Source: an optimization exercise on an open RTL-to-GDS flow (aim: small area). Production flows keep margins and buffers that such runs may drop.
RTL that was checked went through simulation tests only; none was proved equivalent to the original.
Power is estimated from default activity; no workload was simulated.

## old
## nidhogg
module nidhogg(
    input wire clk,
    input wire rst,
    input wire BTNL,
    input wire BTNR,
    input wire BTND,
    input wire BTNU,
    input wire BTNC,
    input wire sw,
    input wire PS2Data,
    input wire PS2Clk,
    output wire vs,
    output wire hs,
    output wire [3:0] r,
    output wire [3:0] g,
    output wire [3:0] b,
    output wire [11:0] rom_bg_addr,
    input  wire [11:0] rom_bg_data,
    output wire [11:0] rom_torch_up_addr,
    input  wire [11:0] rom_torch_up_data,
    output wire [11:0] rom_torch_down_addr,
    input  wire [11:0] rom_torch_down_data,
    output wire [11:0] rom_window_up_addr,
    input  wire [11:0] rom_window_up_data,
    output wire [11:0] rom_window_down_addr,
    input  wire [11:0] rom_window_down_data,
    output wire [11:0] rom_pl_head_addr,
    input  wire [11:0] rom_pl_head1_data,
    input  wire [11:0] rom_pl_head2_data,
    output wire [11:0] rom_pl_legs_addr,
    input  wire [11:0] rom_pl_legs1_data,
    input  wire [11:0] rom_pl_legs2_data,
    output wire [9:0]  rom_pl_sword_addr,
    input  wire [11:0] rom_pl_sword_data,
    output wire [11:0] rom_pr_head_addr,
    input  wire [11:0] rom_pr_head1_data,
    input  wire [11:0] rom_pr_head2_data,
    output wire [11:0] rom_pr_legs_addr,
    input  wire [11:0] rom_pr_legs1_data,
    input  wire [11:0] rom_pr_legs2_data,
    output wire [9:0]  rom_pr_sword_addr,
    input  wire [11:0] rom_pr_sword_data,
    output wire [13:0] rom_sign_l_addr,
    input  wire [11:0] rom_sign_l_data,
    output wire [13:0] rom_sign_r_addr,
    input  wire [11:0] rom_sign_r_data,
    output wire [9:0]  rom_crown_r_addr,
    input  wire [11:0] rom_crown_r_data,
    output wire [9:0]  rom_crown_l_addr,
    input  wire [11:0] rom_crown_l_data
);
export LEC_CHECK = 0
export CAP_MARGIN = 20
export CORE_MARGIN = 2
export CORE_UTILIZATION = 65
export SLEW_MARGIN = 20
create_clock -name core_clock -period 25.0 [get_ports {clk}]
standard.sh (not shown) runs the stock make flow with config.mk's settings and CLKGATE_MAP_FILE= SYNTH_SCRIPT=/design/flow/synth_recipe.tcl, a recipe that flattens the netlist after the stock synthesis.
==> flow/flow/run.sh <==
#!/bin/bash
# Standard layout (bash standard.sh), with two changes:
#  - the port buffers are the smallest buffer (sky130_fd_sc_hd__buf_1) instead
#    of the one buffer_ports picks by default; every input and output port
#    still gets its own buffer;
#  - clock tree synthesis uses clkbuf_4 buffers, sink clusters of up to 10
#    flip-flops within 40 um, and no dummy loads.
export BUFFER_PORTS_ARGS="-buffer_cell sky130_fd_sc_hd__buf_1"
export CTS_ARGS="-sink_clustering_enable -repair_clock_nets -dont_use_dummy_load -buf_list sky130_fd_sc_hd__clkbuf_4 -sink_clustering_size 10 -sink_clustering_max_diameter 40"
bash standard.sh > standard.log 2>&1
Here is what was changed in the inputs of new compared with old.
-- flow/design.v --
<<< old, line 91
                               : ((ge16(V, 16'd601)) && (le16(V, 16'd623)));
    wire vis0 = (le16(H, 16'd799)) && (le16(V, 16'd599));
    reg [10:0] hb_, hc_, hd_;
    reg [6:0]  he_, hf_;             
    reg [9:0]  Vp;
>>> new, line 91
                               : ((ge16(V, 16'd601)) && (le16(V, 16'd623)));
    wire vis0 = (le16(H, 16'd799)) && (le16(V, 16'd599));
    reg [10:0] hb_, hc_;
    reg [6:0]  he_, hf_;             
    reg [9:0]  Vp;
<<< old, line 111
        hb_ <= H;   visb <= vis0;
        hc_ <= hb_; visc <= visb;
        he_ <= hd_[6:0]; vise <= visd;
        hf_ <= he_;
    end
    always @(posedge clk)
        if (rst) begin
            hd_ <= 0; visd <= 1'b1;
        end else begin
            hd_ <= hc_; visd <= visc;
        end
    reg [11:0] rgb_b;
    always @(posedge clk)
>>> new, line 111
        hb_ <= H;   visb <= vis0;
        hc_ <= hb_; visc <= visb;
        he_ <= hd_lo; vise <= visd;
        hf_ <= he_;
    end
    always @(posedge clk)
        if (rst) begin
            visd <= 1'b1;
        end else begin
            visd <= visc;
        end
    wire hc0    = (hc_ == 11'd0);
    wire hd_cin = hc0 && visd;         
    wire hd_wrap = hc0 && !visd;       
    wire [6:0] hc_m1;
    rsubc #(7) u_hcm1 (.a(hc_[6:0]), .b(7'd0), .cin(1'b0), .d(hc_m1));
    wire [6:0] hd_lo = hc0 ? (visd ? 7'd0 : 7'd31) : hc_m1;
    reg [11:0] rgb_b;
    always @(posedge clk)
<<< old, line 472
    rsub #(12) u_xswR (.a(xposR), .b({2'b0, RP_xs_p}), .d(xswR));
    wire [10:0] dxR;
    rsub #(11) u_dxR (.a(hd_), .b(xposR[10:0]), .d(dxR));
    wire [9:0] dyR;
    rsub #(10) u_dyR (.a(vd_), .b({1'b0, yposR}), .d(dyR));
    wire [10:0] dxsR;
    rsub #(11) u_dxsR (.a(hd_), .b(xswR[10:0]), .d(dxsR));
    wire nearR  = (!ge16(xposR, 16'd1056));
    wire nearsR = (!ge16(xswR, 16'd1056));
>>> new, line 478
    rsub #(12) u_xswR (.a(xposR), .b({2'b0, RP_xs_p}), .d(xswR));
    wire [10:0] dxR;
    rsubc #(11) u_dxR (.a(hc_), .b(xposR[10:0]), .cin(hd_cin), .d(dxR));
    wire [9:0] dyR;
    rsub #(10) u_dyR (.a(vd_), .b({1'b0, yposR}), .d(dyR));
    wire [10:0] dxsR;
    rsubc #(11) u_dxsR (.a(hc_), .b(xswR[10:0]), .cin(hd_cin), .d(dxsR));
    wire nearR  = (!ge16(xposR, 16'd1056));
    wire nearsR = (!ge16(xswR, 16'd1056));
<<< old, line 482
    reg [9:0]  addrRs;
    always @(posedge clk) begin
        addrR   <= {dyR[5:0], dxR[5:0]};
        addrRs  <= {dyR[4:0] + (RP_sp_p ? 5'd8 : 5'd9), dxsR[4:0]};
    end
>>> new, line 488
    reg [9:0]  addrRs;
    always @(posedge clk) begin
        addrR   <= {dyR[5:0], dxR[5] ^ hd_wrap, dxR[4:0]};
        addrRs  <= {dyR[4:0] + (RP_sp_p ? 5'd8 : 5'd9), dxsR[4:0]};
    end
<<< old, line 563
    always @(posedge clk) begin
        in_cL <= crL_x && crL_y;
        sgn_l <= sgn_y_e && (ge16(hd_, 16'd274)) && (le16(hd_, 16'd401));
        sgn_r <= sgn_y_e && (ge16(hd_, 16'd402)) && (le16(hd_, 16'd529));
    end
    wire sgn   = sgn_l || sgn_r;
>>> new, line 569
    always @(posedge clk) begin
        in_cL <= crL_x && crL_y;
        sgn_l <= sgn_y_e && (ge16(hc_, 16'd275)) && (le16(hc_, 16'd402));
        sgn_r <= sgn_y_e && (ge16(hc_, 16'd403)) && (le16(hc_, 16'd530));
    end
    wire sgn   = sgn_l || sgn_r;
<<< old, line 685
    endgenerate
endmodule
>>> new, line 691
    endgenerate
endmodule
module rsubc #(parameter W = 8) (
    input  wire [W-1:0] a,
    input  wire [W-1:0] b,
    input  wire         cin,
    output wire [W-1:0] d
    );
    wire [W:0] c;
    assign c[0] = cin;
    genvar i;
    generate
        for (i = 0; i < W; i = i + 1) begin : bitn
            wire nb = ~b[i];
            assign d[i]   = a[i] ^ nb ^ c[i];
            assign c[i+1] = (a[i] & nb) | (a[i] & c[i]) | (nb & c[i]);
        end
    endgenerate
endmodule
- Re pin slew with the least headroom to its limit: new is 0.12 ns up on old.
- Summary of new over old: final design instance area without fill lower; clock network power consumption fell about 1%; clock network power share higher; total number of vias about even.
- Register area share after synthesis is lower on new
- Between old and new, the proportion of power drawn by combinational gates is higher for old.
- Diff old -> new | clock-pin slew of the registers on the worst-case setup and hold paths | decrease of 0.02 ns
- new has less setup slack than old.
- On via count of the first global-routing pass: new sits below old.
- Going from old to new, maximum frequency from static timing analysis lower, power in sequential cells went down by 2.9%, total power has decreased.
For new, only the layout was checked, not whether the RTL still works.

re-timing with driven ports:
Ports are ideal in the flow. The routed layouts listed here were re-timed in OpenROAD. Step 1 assumes that a clkbuf_16 drives the clock port and a buf_2 every other input. Step 2 adds t to the input delays and takes it off the output delays; t is the mean of the earliest and latest rising clock arrival at the registers after step 1. Input paths then give back, and output paths get back, about the clock's delay inside the block. Three values: ideal, step 1, step 2; two values: the first two.
run	t (ns)	slack for setup (ns)	worst setup path at the end	pins driven straight from the clock port
old	0.857	15.789 / 15.825 / 14.968	input to register	1
new	0.854	15.415 / 15.359 / 15.081	input to register	1
After both steps every run listed still meets setup and hold. For old, which loses most, drivers alone change the setup slack by +0.036 ns; drivers and shift together by -0.821 ns.
